Context: an optimization exercise on an open-source flow, tuned for small area, a short achievable clock period and few clock cycles. The choices shown serve that exercise and are no tape-out recipe.
Function was not checked in any run shown here: the RTL went through the layout flow alone.
Power and IR drop assume default switching activity.

==> flow/design.v (outline; a module is shown in full before it is edited, if it fits) <==
// module fa1: 4 lines
// module ha1: 4 lines
// module mul_step: 520 lines
// module aoi222: 3 lines
// module aoi22: 3 lines
// module nand4x: 3 lines
// module nand3x: 3 lines
// module nor3x: 3 lines
// module rmux31: 14 lines
// module reg_file: 25 lines
// module pg_cell: 4 lines
// module gp_black: 4 lines
// module gp_gray: 3 lines
// module xor_cell: 3 lines
// module mux2_cell: 3 lines
// module nor2_cell: 3 lines
// module nand2_cell: 3 lines
// module eq32: 26 lines
// module add32: 232 lines
// module mips: 124 lines
module mips(
	input clk, arst_n,
	input [31:0] instr, mem_read_data,
	output [31:0] current_inst, alu_out, mem_write_data,
	output mem_write
);
  // ...
==> flow/flow/run.sh <==
#!/bin/bash
# The standard ORFS flow (the standard.sh) with two changes to how the
# layout is made: timing repair is asked to leave a setup margin, so that the
# tools keep improving paths that already meet the design's period, and the
# port buffers are plain buffers. Each step's output goes to a log of its own.
set -euo pipefail
MARGIN=${MARGIN:-16}
bash standard.sh synth > log_synth.txt 2>&1
for t in floorplan place cts route finish; do
  bash standard.sh SETUP_SLACK_MARGIN=$MARGIN "BUFFER_PORTS_ARGS=-buffer_cell sky130_fd_sc_hd__buf_4" $t > log_$t.txt 2>&1
done
==> flow/standard.sh <==
#!/bin/bash
# synth_recipe.tcl (not shown) runs the flow's synth.tcl, then flattens the netlist and writes it again
# the make line also repeats each setting of config.mk as NAME=value (left out here)
make -C /OpenROAD-flow-scripts/flow DESIGN_CONFIG=/design/flow/config.mk WORK_HOME=/design/flow/orfs CLKGATE_MAP_FILE= SYNTH_SCRIPT=/design/flow/synth_recipe.tcl "${@:-finish}"
==> flow/config.mk <==
export PLATFORM = sky130hd
export DESIGN_NAME = mips
export DESIGN_NICKNAME = mips
export VERILOG_FILES = /design/flow/design.v
export SDC_FILE = /design/flow/constraint.sdc
export NUM_CORES = 8
export LEC_CHECK = 0
export CAP_MARGIN = 20
export CORE_MARGIN = 2
export CORE_UTILIZATION = 40
export SLEW_MARGIN = 20
export SYNTH_HIERARCHICAL = 1
==> flow/constraint.sdc <==
create_clock -name core_clock -period 22.0 [get_ports {clk}]
set_input_delay 4.4000 -clock core_clock [delete_from_list [all_inputs] [get_ports {clk}]]
set_output_delay 4.4000 -clock core_clock [all_outputs]
set_load 0.01 [all_outputs]
==> summary.txt, run 1 <==
CTS
  • Clk pin slew, worst setup/hold paths: 0.06 ns
  • H-Tree Depth: 3
  • CTS root buffer: clkbuf_16

Synth
  • Warnings, synthesis: 8
  • Async set or reset register ratio after synthesis: 0.03138
  • Synth Instances: 4232
  • Sequential area share after synthesis: 0.5796
  • Synth Area in Adders: 0.08745
  • Synth cell types: 79
  • Commonest cells in the netlist: edfxtp_1, a222oi_1, and2_1
  • Largest family of logic cells by synthesized area: compound AO/OA/AOI/OAI gates
  • Synth Area per Inst: 14.16 um2

Cells and area
  • Post-route insts no fill: 6597
  • Area Overhead vs Synth: 15.19%
  • Multi-input logic area: 0.02489 mm2
  • Top class by area: sequential cells
  • Layout Nets: 4911
  • Comb_multi_in: 2819
  • Ant diodes: 3
  • Clock buf/inv share: 0.05694

Pwr
  • Power density cells: 106.8 mW/mm2
  • Net Sw Frac: 0.3421
  • Clk pwr share: 0.282

Hold path
  • Hold/Removal Path Class: register to register
  • WHS Endpoint: mstep[0]$_DFFE_PN0P_

GRT
  • Met3 GRT Util: 0.09429
  • Gr busiest metal: met2

Die
  • Num tapcells: 1944
  • # IOs: 163

Place
  • Setup WS pre-CTS: 15.81 ns

Worst setup path
  • Worst reg-to-reg setup slack: 16.13 ns
  • Crit path kind: register to primary output
  • Req. time, crit path: 17.60 ns
  • Slowest cell on crit path: edfxtp_1
  • Critical path data arrival time: 1.60 ns

Timing
  • Tcrit/Tclk final: 0.2727

Route
  • Max layer used: met5
  • Post-DR vias/cell: 6.779
  • WL/cell: 34.08 um

Outcome
  • Status: timing/DRC/antenna clean
==> module mips, before the edit <==
module mips(
	input clk, arst_n,
	input [31:0] instr, mem_read_data,
	output [31:0] current_inst, alu_out, mem_write_data,
	output mem_write
);
	reg  [31:2] pc_f;
	wire [31:2] pc_f4 = pc_f + 30'd1;
	wire f_j = (instr[31:26] == 6'b000010);
	assign current_inst = {pc_f, 2'b00};
	reg        v_d;
	reg [31:0] ir;
	wire [5:0] op = ir[31:26];
	wire [4:0] rs = ir[25:21], rt = ir[20:16], rd = ir[15:11];
	wire [5:0] fn = ir[5:0];
	wire d_r    = v_d & (op == 6'h00);
	wire d_addi = v_d & (op == 6'h08);
	wire d_lw   = v_d & (op == 6'h23);
	wire d_sw   = v_d & (op == 6'h2b);
	wire d_beq  = v_d & (op == 6'h04);
	wire f_sub  = (fn == 6'h22);
	wire f_slt  = (fn == 6'h2a);
	wire f_mul  = (fn == 6'h1c);
	wire [4:0] dst = d_r ? rd : rt;
	wire d_wr   = (d_r | d_addi | d_lw) & (dst != 5'd0);
	wire use_rs = d_r | d_addi | d_lw | d_sw | d_beq;
	wire use_rt = d_r | d_sw | d_beq;
	reg        we_m, ld_m, st_m, mul_m;
	reg [1:0]  mstep;
	reg [23:0] acc_s, acc_c;
	reg        acc_ci;
	reg [4:0]  rd_m;
	reg [31:0] res_m, sd_m;
	wire [31:0] rf_an, rf_bn;
	wire [31:0] wb;
	wire mul_busy = mul_m & (mstep != 2'd3);
	wire wb_en = we_m & ~mul_busy;
	reg_file reg_file(.clk(clk), .we(wb_en), .a1(rs), .a2(rt), .a3(rd_m), .wd(wb), .rd1_n(rf_an), .rd2_n(rf_bn));
	wire hit_a = we_m & (rd_m == rs);
	wire hit_b = we_m & (rd_m == rt);
	wire [31:0] a = hit_a ? res_m : ~rf_an;
	wire [31:0] b = hit_b ? res_m : ~rf_bn;
	wire late = ld_m | mul_m;
	wire stall = mul_busy | (late & ((use_rs & hit_a) | (use_rt & hit_b)));
	wire [31:0] imm = {{16{ir[15]}}, ir[15:0]};
	wire do_sub = d_r & (f_sub | f_slt);
	wire [31:0] bop = d_r ? b : imm;
	wire [31:0] sum;
	wire        cout;
	add32 alu_add(.a(a), .b(bop ^ {32{do_sub}}), .cin(do_sub), .s(sum), .co(cout));
	wire lt = ~cout;
	wire [31:0] res = (d_r & f_mul) ? a : (d_r & f_slt) ? {31'd0, lt} : sum;
	wire eq;
	eq32 beq_cmp(.a(a), .b(b), .eq(eq));
	wire redirect = d_beq & eq & ~stall;
	wire [31:2] pc_seq = stall ? pc_f : f_j ? {pc_f4[31:28], instr[25:0]} : pc_f4;
	wire [31:2] pc_tgt = pc_f + {{14{ir[15]}}, ir[15:0]};
	wire [31:2] pc_next;
	genvar gi;
	generate for (gi = 2; gi < 32; gi = gi + 1) begin : gpc
		mux2_cell m(.a(pc_seq[gi]), .b(pc_tgt[gi]), .s(redirect), .y(pc_next[gi]));
	end endgenerate
	wire [7:0]  pbyte;
	wire        pcout;
	wire [23:0] nacc_s, nacc_c;
	mul_step mul_step(.a(res_m), .b(sd_m[7:0]), .s(acc_s), .c(acc_c), .cin(acc_ci),
		.p(pbyte), .cout(pcout), .s_next(nacc_s), .c_next(nacc_c));
	wire [31:0] mprod = {pbyte, sd_m[31:8]};
	assign wb = ld_m ? mem_read_data : mul_m ? mprod : res_m;
	assign alu_out = res_m;
	assign mem_write_data = sd_m;
	assign mem_write = st_m;
	always @(posedge clk or negedge arst_n) begin
		if (!arst_n) begin
			pc_f <= 30'd0;
			v_d <= 1'b0;
			we_m <= 1'b0;
			ld_m <= 1'b0;
			st_m <= 1'b0;
			mul_m <= 1'b0;
			mstep <= 2'd0;
		end else begin
			pc_f <= pc_next;
			if (!stall)
				v_d <= ~redirect;
			if (mul_busy) begin
				mstep <= mstep + 2'd1;
			end else if (stall) begin
				we_m <= 1'b0;
				ld_m <= 1'b0;
				st_m <= 1'b0;
				mul_m <= 1'b0;
			end else begin
				we_m <= d_wr;
				ld_m <= d_lw;
				st_m <= d_sw;
				mul_m <= d_r & f_mul & (dst != 5'd0);
				mstep <= 2'd0;
			end
		end
	end
	always @(posedge clk) begin
		if (mul_busy) begin
			acc_s <= nacc_s;
			acc_c <= nacc_c;
			acc_ci <= pcout;
		end else begin
			acc_s <= 24'd0;
			acc_c <= 24'd0;
			acc_ci <= 1'b0;
		end
	end
	always @(posedge clk) begin
		if (!stall)
			ir <= instr;
		if (mul_busy) begin
			sd_m <= mprod;
		end else if (!stall) begin
			res_m <= res;
			sd_m <= b;
			rd_m <= dst;
		end
	end
endmodule
==> run 2, diff against run 1 <==
--- a/flow/design.v
+++ b/flow/design.v
@@ -893,7 +893,7 @@
 	reg [23:0] acc_s, acc_c;
 	reg        acc_ci;
 	reg [4:0]  rd_m;
-	reg [31:0] res_m, sd_m;
+	reg [31:0] res_m, sd_m, ao_m;
 	wire [31:0] rf_an, rf_bn;
 	wire [31:0] wb;
 	wire mul_busy = mul_m & (mstep != 2'd3);
@@ -903,8 +903,12 @@
 	wire hit_b = we_m & (rd_m == rt);
 	wire [31:0] a = hit_a ? res_m : ~rf_an;
 	wire [31:0] b = hit_b ? res_m : ~rf_bn;
-	wire late = ld_m | mul_m;
-	wire stall = mul_busy | (late & ((use_rs & hit_a) | (use_rt & hit_b)));
+	wire d_mul = d_r & f_mul;
+	wire ld_a = ld_m & hit_a;
+	wire ld_b = ld_m & hit_b;
+	wire stall = mul_busy |
+	             (mul_m & ((use_rs & hit_a) | (use_rt & hit_b))) |
+	             (ld_a & use_rs & ~d_mul) | (ld_b & use_rt & ~d_mul & ~d_sw);
 	wire [31:0] imm = {{16{ir[15]}}, ir[15:0]};
 	wire do_sub = d_r & (f_sub | f_slt);
 	wire [31:0] bop = d_r ? b : imm;
@@ -912,12 +916,31 @@
 	wire        cout;
 	add32 alu_add(.a(a), .b(bop ^ {32{do_sub}}), .cin(do_sub), .s(sum), .co(cout));
 	wire lt = ~cout;
-	wire [31:0] res = (d_r & f_mul) ? a : (d_r & f_slt) ? {31'd0, lt} : sum;
+	wire [31:0] res = d_mul ? a : (d_r & f_slt) ? {31'd0, lt} : sum;
 	wire eq;
 	eq32 beq_cmp(.a(a), .b(b), .eq(eq));
-	wire redirect = d_beq & eq & ~stall;
-	wire [31:2] pc_seq = stall ? pc_f : f_j ? {pc_f4[31:28], instr[25:0]} : pc_f4;
+	reg pred_d;
+	wire redirect = d_beq & eq & ~stall & ~pred_d;
+	reg       jf_v;
+	reg [9:2] jf_key, jf_tgt;
+	wire f_beq = (instr[31:26] == 6'b000100);
+	wire jf_hit = jf_v & (pc_f[9:2] == jf_key);
+	wire fold = jf_hit & ~f_beq & ~f_j;
+	wire j_same = ({pc_f4[31:28], instr[25:8]} == pc_f[31:10]);
+	wire jf_learn = f_j & j_same & (pc_f[9:2] != 8'd0);
 	wire [31:2] pc_tgt = pc_f + {{14{ir[15]}}, ir[15:0]};
+	reg       ub_v;
+	reg [9:2] ub_key, ub_tgt;
+	wire ub_hit = ub_v & (pc_f[9:2] == ub_key);
+	wire ub_learn = d_beq & ~pred_d & (rs == 5'd0) & (rt == 5'd0) & ~stall &
+	                (pc_tgt[31:10] == pc_f[31:10]) & (pc_f[9:2] != 8'd0);
+	wire region_change = redirect ? (pc_tgt[31:10] != pc_f[31:10]) :
+	                     stall ? 1'b0 :
+	                     f_j ? ~j_same :
+	                     ~fold & ~ub_hit & (pc_f[9:2] == 8'hff);
+	wire [31:2] pc_seq = stall ? pc_f : f_j ? {pc_f4[31:28], instr[25:0]} :
+	                     fold ? {pc_f[31:10], jf_tgt} :
+	                     ub_hit ? {pc_f[31:10], ub_tgt} : pc_f4;
 	wire [31:2] pc_next;
 	genvar gi;
 	generate for (gi = 2; gi < 32; gi = gi + 1) begin : gpc
@@ -930,7 +953,7 @@
 		.p(pbyte), .cout(pcout), .s_next(nacc_s), .c_next(nacc_c));
 	wire [31:0] mprod = {pbyte, sd_m[31:8]};
 	assign wb = ld_m ? mem_read_data : mul_m ? mprod : res_m;
-	assign alu_out = res_m;
+	assign alu_out = ao_m;
 	assign mem_write_data = sd_m;
 	assign mem_write = st_m;
 	always @(posedge clk or negedge arst_n) begin
@@ -957,11 +980,39 @@
 				we_m <= d_wr;
 				ld_m <= d_lw;
 				st_m <= d_sw;
-				mul_m <= d_r & f_mul & (dst != 5'd0);
+				mul_m <= d_mul & (dst != 5'd0);
 				mstep <= 2'd0;
 			end
 		end
 	end
+	always @(posedge clk or negedge arst_n) begin
+		if (!arst_n)
+			jf_v <= 1'b0;
+		else if (region_change)
+			jf_v <= 1'b0;
+		else if (jf_learn)
+			jf_v <= 1'b1;
+	end
+	always @(posedge clk or negedge arst_n) begin
+		if (!arst_n)
+			ub_v <= 1'b0;
+		else if (region_change)
+			ub_v <= 1'b0;
+		else if (ub_learn)
+			ub_v <= 1'b1;
+	end
+	always @(posedge clk) begin
+		if (ub_learn) begin
+			ub_key <= pc_f[9:2] - 8'd1;
+			ub_tgt <= pc_tgt[9:2];
+		end
+	end
+	always @(posedge clk) begin
+		if (jf_learn) begin
+			jf_key <= pc_f[9:2] - 8'd1;
+			jf_tgt <= instr[7:0];
+		end
+	end
 	always @(posedge clk) begin
 		if (mul_busy) begin
 			acc_s <= nacc_s;
@@ -974,14 +1025,17 @@
 		end
 	end
 	always @(posedge clk) begin
-		if (!stall)
+		if (!stall) begin
 			ir <= instr;
+			pred_d <= ub_hit;
+		end
 		if (mul_busy) begin
 			sd_m <= mprod;
-		end else if (!stall) begin
-			res_m <= res;
-			sd_m <= b;
+		end else begin
+			res_m <= (d_mul & ld_a) ? mem_read_data : res;
+			sd_m <= ((d_mul | d_sw) & ld_b) ? mem_read_data : b;
 			rd_m <= dst;
 		end
+		ao_m <= (d_mul & ld_a) ? mem_read_data : res;
 	end
 endmodule
==> run 2 against run 1 <==
Against the previous run:
- still clean
- maximum frequency down 1.3%
- total power up 7.2%
- utilization up 0.26 points
- first-iteration DRC count up 5.0%
- flip-flop and latch count up 67
- sequential power up 9.0%
- via count up 4.2%
- global-route usage down 0.95 points
- non-clock buffer count down 28
- largest cell class unchanged
- largest power group unchanged
- highest routed layer unchanged
==> summary.txt, run 2 <==
Die
  • Initial Util: 0.4029
  • Die area: 0.1605 mm2
  • Die Ht: 400.6 um
  • Core box area: 0.1562 mm2
  • Die X-Extent: 400.6 um
  • Row Count: 145
  • # IOs: 163 (unchanged)

Worst setup path
  • Slowest cell on crit path: inv_2
  • Worst reg-to-reg setup slack: 15.92 ns (-0.21 ns)
  • Maximum fanout along the worst path: 32
  • R2R cell count: 16
  • CP Launch Type: register
  • Crit. Startpoint: ir[25]$_DFFE_PN_
  • Req. time, crit path: 22.66 ns (+5.06 ns)
  • Crit path kind: register to register
  • Crit path capture: pc_f[23]$_DFF_PN0_
  • Crit path capture type: register
  • Crit-path cells: nand2b_1 > nor2_4 > buf_4 > a222oi_1 > nand4_1 > nor3_2 > a21oi_1 > xor2_1 > nor2_1 > nand2_1 > nor2_1 > nand2_1 > nor2_1 > nand2_1 > inv_2 > mux2_4
  • CP max stage delay: 0.84 ns
  • Worst R2R End: pc_f[23]$_DFF_PN0_
  • Critical R2R Launch: ir[25]$_DFFE_PN_
  • Critical path data arrival time: 6.74 ns (+5.14 ns)

Route
  • Residual DRC: 0
  • Final WL: 228200 um
  • Drt first pass iters: 14
  • Antenna-violating nets left: 0
  • WL/cell: 32.85 um (-3.6%)
  • Post-DR vias/cell: 6.706 (-1.1%)
  • Routed vias: 46.60k
  • DR iter-0 viols: 9227

Synth
  • Largest family of logic cells by synthesized area: compound AO/OA/AOI/OAI gates
  • Synth Area in Simple Gates: 0.1043
  • Ys flop type: edfxtp_1
  • Post-synth top area cell: edfxtp_1
  • Synth Area in Compound Gates: 0.1659
  • Synth Instances: 4509 (+6.5%)
  • Sequential area share after synthesis: 0.5735 (-0.006058)
  • Synth Area per Inst: 13.96 um2 (-1.4%)
  • XOR/XNOR share of the synthesized area: 0.03165
  • Warnings, synthesis: 8 (unchanged)
  • Synthesized area: 0.06293 mm2
  • Top cells by area, synth: edfxtp_1, a222oi_1, fa_1
  • Async set or reset register ratio after synthesis: 0.03130 (-0.00008237)
  • Synth Register Bits: 1246
  • Post-synth EDFFs: 1094
  • Top-count cell post-synth: edfxtp_1
  • Post-synthesis mux area share: 0.02477
  • Share of the synthesized area in the top cell type: 0.5221
  • Commonest cells in the netlist: edfxtp_1, a222oi_1, and2_1
  • Synth Area in Adders: 0.08367 (-0.003781)
  • Synth cell types: 84 (+6.3%)

Place
  • Port bufs: 160
  • Setup WS pre-CTS: 14.85 ns (-0.9572 ns)
  • Post-placement cell area: 0.06776 mm2
  • Routability cong.: 0.8944
  • HPWL after DPL: 139600 um

GRT
  • Vias in the first global route: 45.81k
  • Global-route wire length before repair: 323000 um
  • GRT overflow: 0
  • Largest net degree at the start of global routing: 108
  • Initial antenna violation count: 8
  • Total GRT Usage: 0.2752

CTS
  • H-Tree Depth: 4 (+1)
  • CTS root buffer: clkbuf_16
  • Hold buffer count at CTS: 0
  • CTS tree: done
  • Clk pin slew, worst setup/hold paths: 0.07 ns (about the same)
  • Clk Latency, worst-skew pair: 0.79 ns
  • TritonCTS buffer count: 135
  • Clock Path Buffers: 3
  • Clk sinks: 1246

Cells and area
  • Most frequent cells in the layout: edfxtp_1, a222oi_1, and2_1, buf_4, fa_1
  • Proportion of layout cells with a drive suffix above 1: 0.1952
  • Finished Cell Area: 0.07264 mm2
  • Layout Nets: 5137 (+4.6%)
  • Most flop-heavy register: reg_file.r
  • Fillers: 13.61k
  • Largest register FFs: 992
  • Area Overhead vs Synth: 15.44%
  • Most common cell after layout, fill and taps aside: edfxtp_1

Timing
  • Final Setup Violations: 0
  • Worst-Margin Slew: 1.090 ns
  • Slew HR: 0.2721
  • Slack of the critical path: 15.92 ns
  • Worst Skew: 0.04504 ns
  • RSZ-0062 raised after global routing: yes
  • Fmax: 0.1645 GHz
  • Hold Violations, Final: 0
  • Final Max Slew Viols: 0
  • Final setup TNS: 0 ns
  • Tcrit/Tclk final: 0.2762 (+0.003555)
  • Min Tclk post-route: 6.077 ns

Pwr
  • Power density cells: 108.9 mW/mm2 (+1.9%)
  • Pleak: 25.20 nW
  • Maximum vdd drop: 70.13 uV

Hold path
  • Hold/Removal Path Class: register to register
  • Hold Path Depth: 2

Run
  • Max-cap violation count: 0

Outcome
  • Status: timing/DRC/antenna clean
run 2: worst min-delay path by stage:
stage | startpoint | to | slack [ns]
after global placement | mstep[0]$_DFFE_PN0P_ | mstep[0]$_DFFE_PN0P_ | 0.48
after CTS | sd_m[10]$_DFF_P_ | sd_m[2]$_DFF_P_ | 0.50
after global routing | mstep[0]$_DFFE_PN0P_ | mstep[0]$_DFFE_PN0P_ | 0.52
after detailed placement | sd_m[10]$_DFF_P_ | sd_m[2]$_DFF_P_ | 0.49
after floorplan | mstep[0]$_DFFE_PN0P_ | mstep[0]$_DFFE_PN0P_ | 0.47
final | sd_m[10]$_DFF_P_ | sd_m[2]$_DFF_P_ | 0.50
run 2: metal layers:
layer  vias up  part of all wire  track usage
met5         -           0.00036     0.001189
met4        12             0.057       0.1471
met3       555              0.11      0.05643
met2      3230              0.45       0.4164
met1     23620              0.39       0.3726
li1      19180                 -            -
run 2: final cells by class:
type	instances	area [um2]	area share
Clock buffer	156	3500	0.04818
Inverter	26	97.59	0.001343
Clock inverter	94	952.2	0.01311
Multi-Input combinational cell	3048	26840	0.3695
Tap cell	2058	2575	0.03545
Timing Repair Buffer	318	2545	0.03503
Antenna cell	2	5.005	0.00006890
Sequential cell	1246	36130	0.4973
run 2: worst max-delay path, delay by kind of cell, from the launching register on:
kind	cells	cell delay, ns
buf+inv	2	1.14
compound gates	2	0.78
mux	1	0.35
simple gates	10	2.82
flops	1	0.57
xor+xnor	1	0.19
run 2: repair_timing:
action / in CTS / in global routing
pin swaps: 6 / 7
endpoints found under the setup margin: 76 / 77
setup buffers: 5 / 11
gates cloned: 0 / 0
gates resized for setup: 50 / 23
run 2: power by group:
part / internal, mW / switching (mW)
sequential: 2.94 / 0.215
combinational: 0.969 / 1.49
clock: 1.28 / 1.01
total: 5.19 / 2.72
run 2: logic make-up after synthesis:
| group | Yosys count |
|---|---|
| DFF | 1246 |
| xor gates and xnor gates | 216 |
| AOI/OAI and AO/OA | 1206 |
| and+or+nand+nor | 1188 |
| other | 1 |
| muxes | 140 |
| adders and majority gates | 296 |
| buffers and inverters | 216 |
run 2: Yosys stat by module, one instance, submodules excluded, excerpt:
module,cell area (um2),flip-flops and latches,cells
gp_gray,7.507,0,1
pg_cell,12.51,0,1
nor3x,10.01,0,1
xor_cell,8.758,0,1
nand4x,6.256,0,1
aoi22,12.51,0,1
mux2_cell,15.01,0,1
fa1,20.02,0,1
reg_file,30440,992,1130
gp_black,13.76,0,2
nand2_cell,3.754,0,1
mul_step,2205,0,338
run 2: metrics by stage:
step	util	hold slack, ns	power (mW)	cells
floorplan	-	0.4674	4.995	4510
global placement	0.4334	0.4840	5.559	6678
detailed placement	0.4338	0.4917	5.598	6679
CTS	0.4635	0.5019	7.896	6934
global route	0.4650	0.5221	8.254	6947
finish	0.4650	0.5030	7.907	6948
==> module reg_file, before the edit <==
module reg_file(
	input clk, we,
	input [4:0] a1, a2, a3,
	input [31:0] wd,
	output [31:0] rd1_n, rd2_n	 
);
	reg [31:0] r [1:31];
	wire [31:1] s1, s2;
	genvar i, b;
	generate for (i = 1; i < 32; i = i + 1) begin : dec
		assign s1[i] = (a1 == i);
		assign s2[i] = (a2 == i);
	end endgenerate
	generate for (b = 0; b < 32; b = b + 1) begin : gb
		wire [31:1] col;
		for (i = 1; i < 32; i = i + 1) begin : c
			assign col[i] = r[i][b];
		end
		rmux31 m1(.d(col), .s(s1), .yn(rd1_n[b]));
		rmux31 m2(.d(col), .s(s2), .yn(rd2_n[b]));
	end endgenerate
	always @(posedge clk)
		if (we && a3 != 5'd0)
			r[a3] <= wd;
endmodule
==> run 3, diff against run 2 <==
--- a/flow/design.v
+++ b/flow/design.v
@@ -555,18 +555,23 @@
 	nand3x n2(.a(p[8]), .b(p[9]), .c(p[10]), .y(q2));
 	nor3x o(.a(q0), .b(q1), .c(q2), .y(yn));
 endmodule
+module wbmux(input ld, input [31:0] mem, alu, output [31:0] y);
+	assign y = ld ? mem : alu;
+endmodule
 module reg_file(
 	input clk, we,
-	input [4:0] a1, a2, a3,
-	input [31:0] wd,
+	input [3:0] hi1, hi2,
+	input [7:0] lo1, lo2,
+	input [4:0] a3,
+	input [31:0] wd_lo, wd_hi,	 
 	output [31:0] rd1_n, rd2_n	 
 );
 	reg [31:0] r [1:31];
 	wire [31:1] s1, s2;
 	genvar i, b;
 	generate for (i = 1; i < 32; i = i + 1) begin : dec
-		assign s1[i] = (a1 == i);
-		assign s2[i] = (a2 == i);
+		assign s1[i] = hi1[i / 8] & lo1[i % 8];
+		assign s2[i] = hi2[i / 8] & lo2[i % 8];
 	end endgenerate
 	generate for (b = 0; b < 32; b = b + 1) begin : gb
 		wire [31:1] col;
@@ -578,7 +583,7 @@
 	end endgenerate
 	always @(posedge clk)
 		if (we && a3 != 5'd0)
-			r[a3] <= wd;
+			r[a3] <= a3[4] ? wd_hi : wd_lo;
 endmodule
 module pg_cell(input a, b, output g, p);
 	assign g = a & b;
@@ -873,6 +878,8 @@
 	assign current_inst = {pc_f, 2'b00};
 	reg        v_d;
 	reg [31:0] ir;
+	reg [3:0]  rs_hi, rt_hi;
+	reg [7:0]  rs_lo, rt_lo;
 	wire [5:0] op = ir[31:26];
 	wire [4:0] rs = ir[25:21], rt = ir[20:16], rd = ir[15:11];
 	wire [5:0] fn = ir[5:0];
@@ -895,10 +902,10 @@
 	reg [4:0]  rd_m;
 	reg [31:0] res_m, sd_m, ao_m;
 	wire [31:0] rf_an, rf_bn;
-	wire [31:0] wb;
+	wire [31:0] wb_lo, wb_hi;
 	wire mul_busy = mul_m & (mstep != 2'd3);
 	wire wb_en = we_m & ~mul_busy;
-	reg_file reg_file(.clk(clk), .we(wb_en), .a1(rs), .a2(rt), .a3(rd_m), .wd(wb), .rd1_n(rf_an), .rd2_n(rf_bn));
+	reg_file reg_file(.clk(clk), .we(wb_en), .hi1(rs_hi), .lo1(rs_lo), .hi2(rt_hi), .lo2(rt_lo), .a3(rd_m), .wd_lo(wb_lo), .wd_hi(wb_hi), .rd1_n(rf_an), .rd2_n(rf_bn));
 	wire hit_a = we_m & (rd_m == rs);
 	wire hit_b = we_m & (rd_m == rt);
 	wire [31:0] a = hit_a ? res_m : ~rf_an;
@@ -952,7 +959,9 @@
 	mul_step mul_step(.a(res_m), .b(sd_m[7:0]), .s(acc_s), .c(acc_c), .cin(acc_ci),
 		.p(pbyte), .cout(pcout), .s_next(nacc_s), .c_next(nacc_c));
 	wire [31:0] mprod = {pbyte, sd_m[31:8]};
-	assign wb = ld_m ? mem_read_data : mul_m ? mprod : res_m;
+	wire [31:0] wb_alu = mul_m ? mprod : res_m;
+	wbmux wbm_lo(.ld(ld_m), .mem(mem_read_data), .alu(wb_alu), .y(wb_lo));
+	wbmux wbm_hi(.ld(ld_m), .mem(mem_read_data), .alu(wb_alu), .y(wb_hi));
 	assign alu_out = ao_m;
 	assign mem_write_data = sd_m;
 	assign mem_write = st_m;
@@ -1027,6 +1036,10 @@
 	always @(posedge clk) begin
 		if (!stall) begin
 			ir <= instr;
+			rs_hi <= 4'd1 << instr[25:24];
+			rs_lo <= 8'd1 << instr[23:21];
+			rt_hi <= 4'd1 << instr[20:19];
+			rt_lo <= 8'd1 << instr[18:16];
 			pred_d <= ub_hit;
 		end
 		if (mul_busy) begin
--- a/flow/flow/run.sh
+++ b/flow/flow/run.sh
@@ -4,7 +4,7 @@
 # tools keep improving paths that already meet the design's period, and the
 # port buffers are plain buffers. Each step's output goes to a log of its own.
 set -euo pipefail
-MARGIN=${MARGIN:-16}
+MARGIN=${MARGIN:-17}
 bash standard.sh synth > log_synth.txt 2>&1
 for t in floorplan place cts route finish; do
   bash standard.sh SETUP_SLACK_MARGIN=$MARGIN "BUFFER_PORTS_ARGS=-buffer_cell sky130_fd_sc_hd__buf_4" $t > log_$t.txt 2>&1
==> run 3 against run 2 <==
Against the previous run:
- sequential share of layout area shrank 1.7 points
- critical path type is now primary input to register
- highest routed layer unchanged
- routed wire length grew 8.9%
- synthesized area grew 3.9%
- still clean
- combinational power grew 19%
==> summary.txt, run 3 <==
Worst setup path
  • CP Launch Type: primary input
  • Critical R2R Launch: rs_lo[1]$_SDFFCE_PP0N_
  • Critical path data arrival time: 7.07 ns (+0.33 ns)
  • Maximum fanout along the worst path: 5 (-84%)
  • Worst R2R End: pc_f[23]$_DFF_PN0_
  • Crit path capture type: register
  • R2R cell count: 16 (unchanged)
  • Worst reg-to-reg setup slack: 16.84 ns (+0.92 ns)
  • Req. time, crit path: 22.66 ns (about the same)
  • Crit path kind: primary input to register

Timing
  • RSZ-0062 raised after global routing: yes
  • Worst Skew: 0.02986 ns (-0.01518 ns)
  • Fmax: 0.1560 GHz (-5.2%)
  • Final Setup Violations: 0 (unchanged)
  • Slew HR: 0.2872 (+0.01512)
  • Min Tclk post-route: 6.409 ns (+0.3318 ns)
  • Tcrit/Tclk final: 0.2913 (+0.01508)
  • Final setup TNS: 0 ns (unchanged)
  • Hold Violations, Final: 0 (unchanged)
  • Final Max Slew Viols: 0 (unchanged)
  • Worst-Margin Slew: 1.069 ns (-0.02109 ns)

GRT
  • Total GRT Usage: 0.2864 (+0.01118)
  • GRT overflow: 0 (unchanged)
  • Global-route wire length before repair: 346200 um (+7.2%)
  • Vias in the first global route: 48.19k (+5.2%)
  • Initial antenna violation count: 6 (-2)
  • Largest net degree at the start of global routing: 76 (-30%)

Synth
  • Top-count cell post-synth: edfxtp_1
  • Synthesized area: 0.06538 mm2 (+3.9%)
  • Post-synth top area cell: edfxtp_1
  • Synth cell types: 101 (+20%)
  • Sequential area share after synthesis: 0.5630 (-0.01051)
  • Synth Instances: 4626 (+2.6%)
  • Synth Register Bits: 1270 (+1.9%)
  • Top cells by area, synth: edfxtp_1, a222oi_1, fa_1
  • Commonest cells in the netlist: edfxtp_1, a222oi_1, and2_1
  • Post-synth EDFFs: 1118 (+2.2%)
  • Synth Area per Inst: 14.13 um2 (+1.3%)
  • Ys flop type: edfxtp_1
  • Share of the synthesized area in the top cell type: 0.5135 (-0.008578)
  • Async set or reset register ratio after synthesis: 0.03071 (-0.0005915)
  • Warnings, synthesis: 8 (unchanged)

Route
  • DR iter-0 viols: 9786 (+6.1%)
  • Post-DR vias/cell: 6.792 (+1.3%)
  • Final WL: 248600 um (+8.9%)
  • Drt first pass iters: 12 (-2)
  • Antenna-violating nets left: 0 (unchanged)
  • Routed vias: 49.51k (+6.2%)
  • Residual DRC: 0 (unchanged)
  • WL/cell: 34.10 um (+3.8%)

Hold path
  • Worst Hold Launch: mstep[0]$_DFFE_PN0P_
  • WHS Endpoint: mstep[0]$_DFFE_PN0P_
  • Hold/Removal Path Class: register to register
  • Hold Path Depth: 1 (-1)

CTS
  • CTS tree: done
  • CTS root buffer: clkbuf_16
  • TritonCTS buffer count: 136 (+0.74%)
  • Clk pin slew, worst setup/hold paths: 0.06 ns (about the same)
  • Clk Latency, worst-skew pair: 0.80 ns (about the same)
  • Clk sinks: 1270 (+1.9%)
  • H-Tree Depth: 4 (unchanged)
  • Clock Path Buffers: 3 (unchanged)
  • Hold buffer count at CTS: 0 (unchanged)

Pwr
  • Power density cells: 109.6 mW/mm2 (+0.68%)
  • Total power: 8.451 mW (+6.9%)
  • Maximum vdd drop: 92.52 uV (+32%)
  • Pleak: 27.68 nW (+9.8%)

Cells and area
  • Most frequent cells in the layout: edfxtp_1, a222oi_1, and2_1, buf_4, fa_1
  • Final Util: 0.4743 (+0.009263)
  • Proportion of layout cells with a drive suffix above 1: 0.2454 (+0.05018)
  • Most common cell after layout, fill and taps aside: edfxtp_1
  • Finished Cell Area: 0.07712 mm2 (+6.2%)
  • Layout Nets: 5362 (+4.4%)
  • Most flop-heavy register: reg_file.r
  • Largest register FFs: 992 (unchanged)
  • Post-route insts no fill: 7289 (+4.9%)
  • Area Overhead vs Synth: 17.94%

Die
  • Core box area: 0.1626 mm2 (+4.1%)
  • Initial Util: 0.4021 (-0.0007091)
  • Die X-Extent: 408.3 um (+1.9%)
  • Row Count: 148 (+2.1%)
  • Die area: 0.1667 mm2 (+3.9%)
  • # IOs: 163 (unchanged)
  • Die Ht: 408.3 um (+1.9%)

Run
  • Max-cap violation count: 0 (unchanged)

Place
  • HPWL after DPL: 144200 um (+3.3%)
  • Cell Count Post-Placement: 6888 (+3.1%)
  • Port bufs: 160 (unchanged)
  • Post-placement cell area: 0.06959 mm2 (+2.7%)
  • Routability cong.: 0.8893 (-0.57%)

Outcome
  • Status: timing/DRC/antenna clean
[run 3: final cells by class]
cell class                      instances  area [um2]
Multi-Input combinational cell       3141       28610
Sequential cell                      1270       37010
Timing Repair Buffer                  420        4199
Fill cell                           14260       85470
Inverter                               31       121.4
Tap cell                             2175        2721
Antenna cell                            3       7.507
Clock buffer                          172        3622
Clock inverter                         77       830.8
[run 3: worst max-delay path, cell delays in order]
cell	delay (ns)
buf_6	0.09
or4_4	0.53
o211ai_1	0.21
nor3_2	0.06
buf_6	0.13
buf_6	0.11
nor4b_4	0.28
nor2b_4	0.25
nor2b_4	0.21
nand2_4	0.10
o32ai_1	0.25
a2bb2oi_1	0.13
mux2_4	0.31
[run 3: what timing repair did]
| action | 4_1_cts | 5_1_grt |
|---|---|---|
| resized for setup | 318 | 166 |
| hold endpoints to repair | 0 | 0 |
| pin swaps | 39 | 72 |
| setup buffers | 95 | 32 |
| cloned | 16 | 6 |
| endpoints found under the setup margin | 328 | 323 |
[run 3: where the power goes]
| part | switching, mW | internal (mW) |
|---|---|---|
| sequential | 0.180 | 3.01 |
| combinational | 1.69 | 1.25 |
| clock | 1.00 | 1.32 |
| total | 2.87 | 5.58 |
[run 3: logic make-up (layout without fill, tap and decap cells)]
group,count (synthesis),count (layout),share of synthesized area
flops,1270,1270,0.5630
compound gates,1200,1200,0.1605
simple gates,1197,1199,0.1053
fa+ha+maj,296,296,0.08053
mux,232,241,0.04380
buf+inv,227,700,0.01835
xor+xnor,203,203,0.02855
other cells,1,5,0.00005735
[run 3: stage by stage]
stage / hold slack (ns) / worst slack, ns
floorplan: 0.4674 / 14.92
global placement: 0.4945 / 14.15
detailed placement: 0.5005 / 14.12
CTS: 0.5075 / 15.59
global route: 0.5415 / 15.56
finish: 0.5019 / 15.59
[run 3: per-layer routing]
| layer | part of all wire | up-vias | global-route usage |
|---|---|---|---|
| met3 | 0.13 | 672 | 0.06985 |
| met5 | 0.00031 | - | 0.002011 |
| met2 | 0.44 | 3824 | 0.4255 |
| met4 | 0.056 | 6 | 0.1406 |
| li1 | - | 19950 | - |
| met1 | 0.38 | 25060 | 0.3916 |
[run 3: Yosys stat by module (local to each module, per instance), excerpt]
module | flip-flops and latches | times used | cells inside | area, um2
nand4x | 0 | 128 | 1 | 6.256
wbmux | 0 | 2 | 36 | 544.3
nor2_cell | 0 | 21 | 1 | 3.754
fa1 | 0 | 206 | 1 | 20.02
aoi222 | 0 | 576 | 1 | 10.01
xor_cell | 0 | 64 | 1 | 8.758
aoi22 | 0 | 128 | 1 | 12.51
nand3x | 0 | 64 | 1 | 5.005
nand2_cell | 0 | 10 | 1 | 3.754
mux2_cell | 0 | 30 | 1 | 15.01
ha1 | 0 | 15 | 1 | 12.51
mul_step | 0 | 1 | 338 | 2205
pg_cell | 0 | 32 | 1 | 12.51
[run 3: worst max-delay path by stage]
stage          startpoint                 end  slack (ns)
2_1_floorplan   instr[31]  pc_f[24]$_DFF_PN0_       14.92
3_3_place_gp    instr[31]  pc_f[25]$_DFF_PN0_       14.15
3_5_place_dp    instr[31]  pc_f[23]$_DFF_PN0_       14.12
4_1_cts         instr[29]  pc_f[24]$_DFF_PN0_       15.59
5_1_grt         instr[29]  pc_f[23]$_DFF_PN0_       15.56
6_report        instr[29]  pc_f[23]$_DFF_PN0_       15.59
==> module rmux31, before the edit <==
module rmux31(input [31:1] d, input [31:1] s, output yn);
	wire [10:0] p;
	genvar k;
	generate for (k = 0; k < 9; k = k + 1) begin : g
		aoi222 u(.a0(d[3*k+1]), .s0(s[3*k+1]), .a1(d[3*k+2]), .s1(s[3*k+2]), .a2(d[3*k+3]), .s2(s[3*k+3]), .y(p[k]));
	end endgenerate
	aoi22 u9(.a0(d[28]), .s0(s[28]), .a1(d[29]), .s1(s[29]), .y(p[9]));
	aoi22 u10(.a0(d[30]), .s0(s[30]), .a1(d[31]), .s1(s[31]), .y(p[10]));
	wire q0, q1, q2;
	nand4x n0(.a(p[0]), .b(p[1]), .c(p[2]), .d(p[3]), .y(q0));
	nand4x n1(.a(p[4]), .b(p[5]), .c(p[6]), .d(p[7]), .y(q1));
	nand3x n2(.a(p[8]), .b(p[9]), .c(p[10]), .y(q2));
	nor3x o(.a(q0), .b(q1), .c(q2), .y(yn));
endmodule
==> run 4, diff against run 3 <==
--- a/flow/design.v
+++ b/flow/design.v
@@ -529,8 +529,8 @@
 module aoi222(input a0, s0, a1, s1, a2, s2, output y);
 	assign y = ~((a0 & s0) | (a1 & s1) | (a2 & s2));
 endmodule
-module aoi22(input a0, s0, a1, s1, output y);
-	assign y = ~((a0 & s0) | (a1 & s1));
+module nand2x(input a, b, output y);
+	assign y = ~(a & b);
 endmodule
 module nand4x(input a, b, c, d, output y);
 	assign y = ~(a & b & c & d);
@@ -544,11 +544,10 @@
 module rmux31(input [31:1] d, input [31:1] s, output yn);
 	wire [10:0] p;
 	genvar k;
-	generate for (k = 0; k < 9; k = k + 1) begin : g
+	generate for (k = 0; k < 10; k = k + 1) begin : g
 		aoi222 u(.a0(d[3*k+1]), .s0(s[3*k+1]), .a1(d[3*k+2]), .s1(s[3*k+2]), .a2(d[3*k+3]), .s2(s[3*k+3]), .y(p[k]));
 	end endgenerate
-	aoi22 u9(.a0(d[28]), .s0(s[28]), .a1(d[29]), .s1(s[29]), .y(p[9]));
-	aoi22 u10(.a0(d[30]), .s0(s[30]), .a1(d[31]), .s1(s[31]), .y(p[10]));
+	nand2x u10(.a(d[31]), .b(s[31]), .y(p[10]));
 	wire q0, q1, q2;
 	nand4x n0(.a(p[0]), .b(p[1]), .c(p[2]), .d(p[3]), .y(q0));
 	nand4x n1(.a(p[4]), .b(p[5]), .c(p[6]), .d(p[7]), .y(q1));
@@ -928,26 +927,26 @@
 	eq32 beq_cmp(.a(a), .b(b), .eq(eq));
 	reg pred_d;
 	wire redirect = d_beq & eq & ~stall & ~pred_d;
-	reg       jf_v;
-	reg [9:2] jf_key, jf_tgt;
-	wire f_beq = (instr[31:26] == 6'b000100);
-	wire jf_hit = jf_v & (pc_f[9:2] == jf_key);
-	wire fold = jf_hit & ~f_beq & ~f_j;
+	reg       jf_v, fold_d;
+	reg [9:2] jf_j, jf_tgt;
+	wire jf_hit = jf_v & (pc_f4[9:2] == jf_j);
 	wire j_same = ({pc_f4[31:28], instr[25:8]} == pc_f[31:10]);
-	wire jf_learn = f_j & j_same & (pc_f[9:2] != 8'd0);
-	wire [31:2] pc_tgt = pc_f + {{14{ir[15]}}, ir[15:0]};
+	wire jf_learn = f_j & j_same & (pc_f[9:2] != 8'd0) & ~stall;
+	wire [31:2] d_next = {pc_f[31:10], fold_d ? jf_j : pc_f[9:2]};
+	wire [31:2] pc_tgt = d_next + {{14{ir[15]}}, ir[15:0]};
 	reg       ub_v;
 	reg [9:2] ub_key, ub_tgt;
 	wire ub_hit = ub_v & (pc_f[9:2] == ub_key);
+	wire fold = jf_hit & ~f_j & ~ub_hit;
 	wire ub_learn = d_beq & ~pred_d & (rs == 5'd0) & (rt == 5'd0) & ~stall &
-	                (pc_tgt[31:10] == pc_f[31:10]) & (pc_f[9:2] != 8'd0);
+	                (pc_tgt[31:10] == pc_f[31:10]) & (d_next[9:2] != 8'd0);
 	wire region_change = redirect ? (pc_tgt[31:10] != pc_f[31:10]) :
 	                     stall ? 1'b0 :
 	                     f_j ? ~j_same :
 	                     ~fold & ~ub_hit & (pc_f[9:2] == 8'hff);
 	wire [31:2] pc_seq = stall ? pc_f : f_j ? {pc_f4[31:28], instr[25:0]} :
-	                     fold ? {pc_f[31:10], jf_tgt} :
-	                     ub_hit ? {pc_f[31:10], ub_tgt} : pc_f4;
+	                     ub_hit ? {pc_f[31:10], ub_tgt} :
+	                     fold ? {pc_f[31:10], jf_tgt} : pc_f4;
 	wire [31:2] pc_next;
 	genvar gi;
 	generate for (gi = 2; gi < 32; gi = gi + 1) begin : gpc
@@ -1012,13 +1011,13 @@
 	end
 	always @(posedge clk) begin
 		if (ub_learn) begin
-			ub_key <= pc_f[9:2] - 8'd1;
+			ub_key <= d_next[9:2] - 8'd1;
 			ub_tgt <= pc_tgt[9:2];
 		end
 	end
 	always @(posedge clk) begin
 		if (jf_learn) begin
-			jf_key <= pc_f[9:2] - 8'd1;
+			jf_j <= pc_f[9:2];
 			jf_tgt <= instr[7:0];
 		end
 	end
@@ -1041,6 +1040,7 @@
 			rt_hi <= 4'd1 << instr[20:19];
 			rt_lo <= 8'd1 << instr[18:16];
 			pred_d <= ub_hit;
+			fold_d <= fold;
 		end
 		if (mul_busy) begin
 			sd_m <= mprod;
==> flow/flow/run.sh (replaced) <==
#!/bin/bash
# The standard ORFS flow (the standard.sh) with these changes to how the
# layout is made:
#  - timing repair is asked to leave a setup margin, so that the tools keep
#    improving paths that already meet the design's period;
#  - the port buffers are plain buffers;
#  - clock tree synthesis uses larger sink clusters and no dummy loads.
# Each step's output goes to a log of its own.
set -euo pipefail
MARGIN=${MARGIN:-17}
CTS="-sink_clustering_enable -repair_clock_nets -sink_clustering_size 25 -sink_clustering_max_diameter 70 -dont_use_dummy_load"
bash standard.sh synth > log_synth.txt 2>&1
for t in floorplan place cts route finish; do
  bash standard.sh SETUP_SLACK_MARGIN=$MARGIN "BUFFER_PORTS_ARGS=-buffer_cell sky130_fd_sc_hd__buf_2" "CTS_ARGS=$CTS" $t > log_$t.txt 2>&1
done
==> run 4 against run 3 <==
Against the previous run:
- flip-flop and latch count grew 1
- routed wire length shrank 2.7%
- synthesized cell count grew 0.15%
- still clean
==> summary.txt, run 4 <==
Die
  • Die Ht: 406.3 um (-0.48%)
  • Initial Util: 0.4033 (+0.001112)
  • Core box area: 0.1606 mm2 (-1.2%)
  • Die X-Extent: 406.3 um (-0.48%)
  • Row Count: 147 (-0.68%)
  • Die area: 0.1651 mm2 (-0.96%)
  • # IOs: 163 (unchanged)

Synth
  • Synth cell types: 91 (-9.9%)
  • Top cells by area, synth: edfxtp_1, a222oi_1, fa_1
  • Post-synth EDFFs: 1119 (+0.089%)
  • Async set or reset register ratio after synthesis: 0.03068 (about the same)
  • Commonest cells in the netlist: edfxtp_1, a222oi_1, and2_1
  • Post-synth top area cell: edfxtp_1
  • Sequential area share after synthesis: 0.5690 (+0.005969)
  • Warnings, synthesis: 8 (unchanged)
  • Synth Instances: 4633 (+0.15%)
  • Synth Register Bits: 1271 (+0.079%)
  • Ys flop type: edfxtp_1
  • Top-count cell post-synth: edfxtp_1
  • Share of the synthesized area in the top cell type: 0.5190 (+0.005484)
  • Synthesized area: 0.06475 mm2 (-0.97%)
  • Synth Area per Inst: 13.98 um2 (-1.1%)

Timing
  • Worst-Margin Slew: 1.030 ns (-0.03964 ns)
  • Final Setup Violations: 0 (unchanged)
  • Final Max Slew Viols: 0 (unchanged)
  • RSZ-0062 raised after global routing: yes
  • Hold Violations, Final: 0 (unchanged)
  • Slew HR: 0.3136 (+0.02643)
  • Final setup TNS: 0 ns (unchanged)
  • Tcrit/Tclk final: 0.2765 (-0.01487)
  • Fmax: 0.1644 GHz (+5.4%)
  • Worst Skew: 0.09717 ns (+0.06732 ns)
  • Min Tclk post-route: 6.082 ns (-0.3271 ns)

Worst setup path
  • CP Launch Type: primary input
  • Critical R2R Launch: rs_hi[1]$_SDFFCE_PP0N_
  • Crit path capture type: register
  • Crit path kind: primary input to register
  • Maximum fanout along the worst path: 6 (+1)
  • Req. time, crit path: 22.58 ns (-0.08 ns)
  • Critical path data arrival time: 6.66 ns (-0.41 ns)
  • Crit. Startpoint: instr[28]

Pwr
  • Power density cells: 102.3 mW/mm2 (-6.7%)
  • Maximum vdd drop: 80.26 uV (-13%)
  • Pleak: 26.21 nW (-5.3%)

Cells and area
  • Area Overhead vs Synth: 13.51%
  • Final Util: 0.4577 (-0.01659)
  • Finished Cell Area: 0.07349 mm2 (-4.7%)
  • Proportion of layout cells with a drive suffix above 1: 0.1928 (-0.05256)
  • Largest register FFs: 992 (unchanged)
  • Most common cell after layout, fill and taps aside: edfxtp_1
  • Layout Nets: 5308 (-1.0%)
  • Most flop-heavy register: reg_file.r
  • Most frequent cells in the layout: edfxtp_1, a222oi_1, and2_1, nand2_1, fa_1

CTS
  • Hold buffer count at CTS: 0 (unchanged)
  • CTS tree: done
  • TritonCTS buffer count: 83 (-39%)
  • CTS root buffer: clkbuf_16
  • Clk Latency, worst-skew pair: 0.74 ns (-0.06 ns)
  • Clk pin slew, worst setup/hold paths: 0.08 ns (+0.02 ns)
  • Clk sinks: 1271 (+0.079%)
  • Clock Path Buffers: 3 (unchanged)
  • H-Tree Depth: 3 (-1)

Place
  • Post-placement cell area: 0.06853 mm2 (-1.5%)
  • HPWL after DPL: 143800 um (-0.29%)
  • Routability cong.: 0.8964 (+0.80%)
  • Port bufs: 160 (unchanged)

GRT
  • GRT overflow: 0 (unchanged)
  • Global-route wire length before repair: 338200 um (-2.3%)
  • Largest net degree at the start of global routing: 99 (+30%)
  • Initial antenna violation count: 24 (+18)
  • Vias in the first global route: 46.68k (-3.1%)
  • Total GRT Usage: 0.2833 (-0.003140)

Route
  • WL/cell: 33.99 um (-0.34%)
  • DR iter-0 viols: 10.31k (+5.4%)
  • Final WL: 241700 um (-2.7%)
  • Post-DR vias/cell: 6.806 (+0.20%)
  • Antenna-violating nets left: 0 (unchanged)
  • Routed vias: 48.41k (-2.2%)
  • Residual DRC: 0 (unchanged)
  • Drt first pass iters: 13 (+1)

Hold path
  • Hold/Removal Path Class: register to register
  • Worst Hold Launch: mstep[0]$_DFFE_PN0P_

Outcome
  • Status: timing/DRC/antenna clean

Run
  • Max-cap violation count: 0 (unchanged)
==> run 4: worst paths after layout <==
| path | to | cells past startpoint | slack, ns |
|---|---|---|---|
| max in group asynchronous | ld_m$_DFFE_PN0N_ | 2 | 17.67 |
| worst max-delay path | pc_f[25]$_DFF_PN0_ | 12 | 15.92 |
| worst min register to register | mstep[0]$_DFFE_PN0P_ | 1 | 0.51 |
| min in group asynchronous | jf_v$_DFFE_PN0P_ | 2 | 3.80 |
| worst max register to register | pc_f[14]$_DFF_PN0_ | 15 | 16.30 |
| worst min-delay path | mstep[0]$_DFFE_PN0P_ | 1 | 0.51 |
==> run 4: layer usage <==
metal,up-vias,share of wire,global-route usage,wire length [um]
met3,592,0.13,0.06967,31430
li1,19680,-,-,-
met4,22,0.057,0.1403,13710
met2,3827,0.44,0.4204,106300
met5,-,0.00060,0.002379,145
met1,24290,0.37,0.3866,90190
==> run 4: critical path, stage by stage <==
cell	delay (ns)
buf_6	0.10
nor4_4	0.31
a2111oi_2	0.11
nand4_1	0.10
and4bb_4	0.22
or3_4	0.39
or2_4	0.31
nor2_4	0.14
nand3_1	0.10
o21ai_1	0.12
a21oi_1	0.08
mux2_4	0.28
==> run 4: what timing repair did <==
action	4_1_cts	5_1_grt
pin swaps	41	64
endpoints found under the setup margin	291	293
gates cloned	16	3
resized for setup	325	102
setup buffers	102	21
==> run 4: where the power goes <==
part	internal, mW	switching, mW
Clock	0.668	0.797
Sequential	3.01	0.174
Combinational	1.23	1.64
==> run 4: cells by family after synthesis <==
family	Yosys count	synth area share
AOI/OAI and AO/OA	1113	0.1435
buffers and inverters	229	0.01880
xor gates and xnor gates	213	0.03098
and+or+nand+nor	1264	0.1100
adders and majority gates	297	0.08151
other	1	0.00005792
muxes	245	0.04622
DFF	1271	0.5690
==> run 4: Yosys stat by module, one instance, submodules excluded, a selection <==
module	cells	flops+latches	cell area [um2]	times used
reg_file	1136	992	30790	1
nand2x	1	0	3.754	64
gp_gray	1	0	7.507	32
mux2_cell	1	0	15.01	30
ha1	1	0	12.51	15
mips	1619	279	15500	1
gp_black	2	0	13.76	49
nand2_cell	1	0	3.754	10
nor3x	1	0	10.01	64
nand4x	1	0	6.256	128
nand3x	1	0	5.005	64
wbmux	36	0	544.3	2
aoi222	1	0	10.01	640
mul_step	338	0	2205	1
nor2_cell	1	0	3.754	21
==> run 4: layout make-up <==
class                      instances  area [um2]
fill                           14130       87070
sequential                      1271       37020
multi-input combinational       3144       27770
timing repair buffer             413        3772
tap                             2160        2703
clock buffer                      83        2077
inverter                          32       122.6
antenna                           10       25.02
==> run 4: metrics by stage <==
stage               power (mW)  cells  worst slack, ns  hold slack, ns
global placement         5.617   6878            14.54          0.4856
finish                   7.515   7113            15.92          0.5117
floorplan                5.147   4634            15.41          0.4674
CTS                      7.353   7079            15.89          0.5079
global route             7.846   7112            15.83          0.5739
detailed placement       5.636   6878            14.56          0.4850
==> run 5, diff against run 4 <==
--- a/flow/design.v
+++ b/flow/design.v
@@ -601,6 +601,15 @@
 module mux2_cell(input a, b, s, output y);
 	assign y = s ? b : a;
 endmodule
+module and2_cell(input a, b, output y);
+	assign y = a & b;
+endmodule
+module andn_cell(input a, bn, output y);
+	assign y = a & ~bn;
+endmodule
+module jdec_cell(input [5:0] op, output y);
+	assign y = (op == 6'b000010);
+endmodule
 module nor2_cell(input a, b, output y);
 	assign y = ~(a | b);
 endmodule
@@ -926,7 +935,11 @@
 	wire eq;
 	eq32 beq_cmp(.a(a), .b(b), .eq(eq));
 	reg pred_d;
-	wire redirect = d_beq & eq & ~stall & ~pred_d;
+	wire br_ok = d_beq & ~stall & ~pred_d;
+	wire redirect = br_ok & eq;
+	wire redirect_lo, redirect_hi;
+	and2_cell rdl(.a(br_ok), .b(eq), .y(redirect_lo));
+	and2_cell rdh(.a(br_ok), .b(eq), .y(redirect_hi));
 	reg       jf_v, fold_d;
 	reg [9:2] jf_j, jf_tgt;
 	wire jf_hit = jf_v & (pc_f4[9:2] == jf_j);
@@ -944,13 +957,18 @@
 	                     stall ? 1'b0 :
 	                     f_j ? ~j_same :
 	                     ~fold & ~ub_hit & (pc_f[9:2] == 8'hff);
-	wire [31:2] pc_seq = stall ? pc_f : f_j ? {pc_f4[31:28], instr[25:0]} :
-	                     ub_hit ? {pc_f[31:10], ub_tgt} :
-	                     fold ? {pc_f[31:10], jf_tgt} : pc_f4;
-	wire [31:2] pc_next;
+	wire [31:2] pc_a = ub_hit ? {pc_f[31:10], ub_tgt} :
+	                   jf_hit ? {pc_f[31:10], jf_tgt} : pc_f4;
+	wire [31:2] pc_b = stall ? pc_f : pc_a;
+	wire [31:2] pc_j = {pc_f4[31:28], instr[25:0]};
+	wire f_jdec, sel_j;
+	jdec_cell jd(.op(instr[31:26]), .y(f_jdec));
+	andn_cell sj(.a(f_jdec), .bn(stall), .y(sel_j));
+	wire [31:2] pc_c, pc_next;
 	genvar gi;
 	generate for (gi = 2; gi < 32; gi = gi + 1) begin : gpc
-		mux2_cell m(.a(pc_seq[gi]), .b(pc_tgt[gi]), .s(redirect), .y(pc_next[gi]));
+		mux2_cell mj(.a(pc_b[gi]), .b(pc_j[gi]), .s(sel_j), .y(pc_c[gi]));
+		mux2_cell mr(.a(pc_c[gi]), .b(pc_tgt[gi]), .s(gi < 10 ? redirect_lo : redirect_hi), .y(pc_next[gi]));
 	end endgenerate
 	wire [7:0]  pbyte;
 	wire        pcout;
--- a/flow/flow/run.sh
+++ b/flow/flow/run.sh
@@ -7,7 +7,7 @@
 #  - clock tree synthesis uses larger sink clusters and no dummy loads.
 # Each step's output goes to a log of its own.
 set -euo pipefail
-MARGIN=${MARGIN:-17}
+MARGIN=${MARGIN:-16}
 CTS="-sink_clustering_enable -repair_clock_nets -sink_clustering_size 25 -sink_clustering_max_diameter 70 -dont_use_dummy_load"
 bash standard.sh synth > log_synth.txt 2>&1
 for t in floorplan place cts route finish; do
==> run 5 against run 4 <==
Against the previous run:
- sequential share of layout area rose by 1.5 points
- critical endpoint is now mem_write_data[13]
- final area fell by 3.3%
- non-clock buffer count fell by 128
- final cell count fell by 2.3%
- synthesized area rose by 0.31%
- maximum frequency rose by 1.5%
- routed wire length rose by 2.3%
==> summary.txt, run 5 <==
Timing
  • Fmax: 0.1669 GHz (+1.5%)
  • Slack of the critical path: 16.01 ns (+0.08950 ns)
  • Worst-Margin Slew: 1.085 ns (+0.05566 ns)
  • Worst Skew: 0.09671 ns (-0.0004645 ns)
  • RSZ-0062 raised after global routing: no
  • Final Max Slew Viols: 0 (unchanged)
  • Final Setup Violations: 0 (unchanged)
  • Hold Violations, Final: 0 (unchanged)
  • Slew HR: 0.2765 (-0.03711)
  • Final setup TNS: 0 ns (unchanged)
  • Min Tclk post-route: 5.993 ns (-0.08950 ns)
  • Tcrit/Tclk final: 0.2724 (-0.004068)

Outcome
  • Status: timing/DRC/antenna clean

CTS
  • Clk pin slew, worst setup/hold paths: 0.08 ns (about the same)
  • CTS root buffer: clkbuf_16
  • Clk Latency, worst-skew pair: 0.74 ns (about the same)
  • TritonCTS buffer count: 90 (+8.4%)
  • Clk sinks: 1271 (unchanged)
  • CTS tree: done
  • H-Tree Depth: 3 (unchanged)
  • Hold buffer count at CTS: 0 (unchanged)
  • Clock Path Buffers: 3 (unchanged)

Cells and area
  • Proportion of layout cells with a drive suffix above 1: 0.1498 (-0.04299)
  • Fillers: 14.48k (+2.5%)
  • Finished Cell Area: 0.07104 mm2 (-3.3%)
  • Area Overhead vs Synth: 9.379%
  • Most flop-heavy register: reg_file.r
  • Layout Nets: 5151 (-3.0%)
  • Most frequent cells in the layout: edfxtp_1, a222oi_1, and2_1, fa_1, nand2_1
  • Largest register FFs: 992 (unchanged)
  • Most common cell after layout, fill and taps aside: edfxtp_1

GRT
  • Global-route wire length before repair: 343700 um (+1.6%)
  • Largest net degree at the start of global routing: 108 (+9.1%)
  • GRT overflow: 0 (unchanged)
  • Initial antenna violation count: 21 (-13%)
  • Vias in the first global route: 46.60k (-0.19%)
  • Total GRT Usage: 0.2908 (+0.007561)

Place
  • HPWL after DPL: 147900 um (+2.9%)
  • Port bufs: 160 (unchanged)
  • Setup WS pre-CTS: 15.14 ns (+0.5728 ns)
  • Post-placement cell area: 0.06863 mm2 (+0.15%)
  • Routability cong.: 0.8830 (-1.5%)

Route
  • WL/cell: 35.59 um (+4.7%)
  • Antenna-violating nets left: 0 (unchanged)
  • Met3 routed WL: 34840 um (+11%)
  • Routed vias: 48.16k (-0.52%)
  • Final WL: 247400 um (+2.3%)
  • DR iter-0 viols: 11.11k (+7.8%)
  • Residual DRC: 0 (unchanged)
  • Post-DR vias/cell: 6.927 (+1.8%)
  • Met2 wire length: 105500 um (-0.71%)
  • Max layer used: met5
  • Metal1 wirelength: 91710 um (+1.7%)
  • Drt first pass iters: 11 (-2)

Worst setup path
  • Crit path kind: register to primary output
  • CP max stage delay: 0.58 ns (+0.19 ns)
  • CP Launch Type: register
  • Maximum fanout along the worst path: 3 (-3)
  • Crit path capture type: primary output
  • Delay-heaviest family, CP: flip-flops
  • Critical path data arrival time: 1.59 ns (-5.07 ns)
  • CP Buf/Inv Count: 1 (unchanged)
  • Req. time, crit path: 17.60 ns (-4.98 ns)
  • Slowest cell on crit path: dfxtp_1
  • Crit-path cells: buf_2

Synth
  • Sequential area share after synthesis: 0.5672 (-0.001776)
  • Synth cell types: 90 (-1.1%)
  • Synth Area per Inst: 14.11 um2 (+0.94%)
  • Commonest cells in the netlist: edfxtp_1, a222oi_1, and2_1
  • Top cells by area, synth: edfxtp_1, a222oi_1, fa_1
  • Post-synth EDFFs: 1119 (unchanged)
  • Post-synth top area cell: edfxtp_1
  • Warnings, synthesis: 8 (unchanged)
  • Top-count cell post-synth: edfxtp_1
  • Synth Register Bits: 1271 (unchanged)
  • Async set or reset register ratio after synthesis: 0.03068 (unchanged)
  • Ys flop type: edfxtp_1
  • Synth Instances: 4604 (-0.63%)
  • Share of the synthesized area in the top cell type: 0.5173 (-0.001619)
  • Synthesized area: 0.06495 mm2 (+0.31%)

Die
  • Die area: 0.1656 mm2 (+0.31%)
  • Die X-Extent: 407.0 um (+0.16%)
  • Row Count: 147 (unchanged)
  • Core box area: 0.1609 mm2 (+0.23%)
  • Die Ht: 407.0 um (+0.16%)
  • Initial Util: 0.4036 (about the same)
  • # IOs: 163 (unchanged)

Pwr
  • Power density cells: 101.1 mW/mm2 (-1.1%)
  • Pleak: 25.43 nW (-3.0%)
  • Total power: 7.185 mW (-4.4%)
  • Maximum vdd drop: 56.92 uV (-29%)

Hold path
  • Hold/Removal Path Class: register to register

Run
  • Max-cap violation count: 0 (unchanged)
-- run 5: metrics by stage --
stage	utilization	instances	hold slack, ns
final	0.4414	6952	0.4762
after floorplan	-	4605	0.4631
after global routing	0.4414	6949	0.5116
after detailed placement	0.4265	6854	0.4689
after global placement	0.4265	6854	0.4667
after CTS	0.4406	6945	0.4776
-- run 5: cells by family after synthesis --
| family | count (synthesis) | synth area share |
|---|---|---|
| adders and majority gates | 297 | 0.08125 |
| DFF | 1271 | 0.5672 |
| muxes | 272 | 0.05265 |
| buffers and inverters | 228 | 0.01801 |
| AOI/OAI and AO/OA | 1058 | 0.1390 |
| and+or+nand+nor | 1253 | 0.1100 |
| xor gates and xnor gates | 224 | 0.03190 |
| other | 1 | 0.00005773 |
-- run 5: timing repair --
action | 4_1_cts | 5_1_grt
endpoints found under the setup margin | 18 | 29
pin swaps | 1 | 6
gates cloned | 0 | 0
endpoints found under the hold margin | 0 | 0
gates resized for setup | 10 | 29
setup buffers | 1 | 1
-- run 5: path summary, 6_finish.rpt --
check                                             from                 end  slack [ns]  cells past startpoint
worst max-delay path                  sd_m[13]$_DFF_P_  mem_write_data[13]       16.01                      1
worst min-delay path                  sd_m[31]$_DFF_P_    sd_m[23]$_DFF_P_        0.48                      2
worst max register to register  rt_hi[1]$_SDFFCE_PP0N_  res_m[0]$_DFFE_PN_       16.26                     19
worst min register to register        sd_m[31]$_DFF_P_    sd_m[23]$_DFF_P_        0.48                      2
max in group asynchronous                       arst_n    ld_m$_DFFE_PN0N_       17.78                      1
min in group asynchronous                       arst_n   pc_f[3]$_DFF_PN0_        3.66                      1
-- run 5: routing by layer --
layer,vias up,global-route usage
met4,23,0.1567
met3,720,0.09179
li1,19300,-
met2,3771,0.4214
met1,24340,0.3868
met5,-,0.006839
-- run 5: worst register-to-register path: stages, from the launching register on --
cell,delay (ns)
edfxtp_1,0.50
and2_1,0.21
buf_4,0.37
a222oi_1,0.50
nand4_1,0.42
nor3_2,0.43
a21oi_1,0.21
xnor2_1,0.22
a21oi_1,0.11
ha_1,0.37
and2_1,0.14
a21o_1,0.23
a21o_1,0.38
a21o_1,0.23
buf_4,0.28
a21o_1,0.25
a21o_1,0.22
nor2_1,0.11
a21oi_1,0.14
a21oi_1,0.11
-- run 5: power by group --
part           switching (mW)  internal [mW]
clock network           0.813          0.721
registers               0.204           3.00
logic                    1.47          0.978
total                    2.48           4.70
-- run 5: area by class of cell --
class | count | area [um2] | area share
well taps | 2160 | 2703 | 0.03804
repair buffers | 285 | 1778 | 0.02503
inverters | 34 | 128.9 | 0.001814
clock buffers | 90 | 2252 | 0.03170
diodes | 6 | 15.01 | 0.0002113
multi-input cells | 3106 | 27300 | 0.3843
flip-flops and latches | 1271 | 36860 | 0.5189
-- run 5: modules after synthesis, one instance, submodules excluded, excerpt --
module      cells inside  copies in the design  cell area [um2]
nor3x                  1                    64            10.01
jdec_cell              2                     1            20.02
nand4x                 1                   128            6.256
fa1                    1                   206            20.02
mips                1555                     1            15210
pg_cell                1                    32            12.51
wbmux                 36                     2            544.3
reg_file            1136                     1            30790
ha1                    1                    15            12.51
gp_gray                1                    32            7.507
mux2_cell              1                    60            15.01
gp_black               2                    49            13.76
nand2x                 1                    64            3.754
aoi222                 1                   640            10.01
nand2_cell             1                    10            3.754
nand3x                 1                    64            5.005

[separate check: timing with driven ports]
The flow's constraints put no driver on any port. The routed layouts listed below were extracted and timed again, unchanged, in two steps. Step 1 assumes that a clkbuf_16 drives the clock port and a buf_2 every other input. Step 2 times the ports against the registers' clock, not the clock port: input delays grow and output delays shrink by t, the midpoint of the rising clock arrivals with the driver on. Slacks: ideal ports / drivers / drivers and shift; pairs: ideal ports / drivers.
run | shift t [ns] | setup WS [ns] | clock arrival spread, ns | worst register clock-pin slew, ns | worst slew at a driven data input, ns
run 1 | 0.824 | 16.001 / 15.922 / 15.816 | 0.040 / 0.040 | 0.07 / 0.07 | 0.05
run 2 | 0.853 | 15.923 / 15.923 / 15.138 | 0.053 / 0.053 | 0.07 / 0.07 | 0.19
run 3 | 0.862 | 15.591 / 15.637 / 14.775 | 0.031 / 0.032 | 0.07 / 0.07 | 0.18
run 4 | 0.778 | 15.918 / 15.970 / 15.192 | 0.098 / 0.098 | 0.10 / 0.10 | 0.15
run 5 | 0.782 | 16.007 / 15.924 / 15.337 | 0.115 / 0.114 | 0.10 / 0.10 | 0.21
After both steps setup and hold are still met in every run listed. For run 3, which loses most, drivers alone change the setup slack by +0.046 ns; drivers and shift together by -0.816 ns.
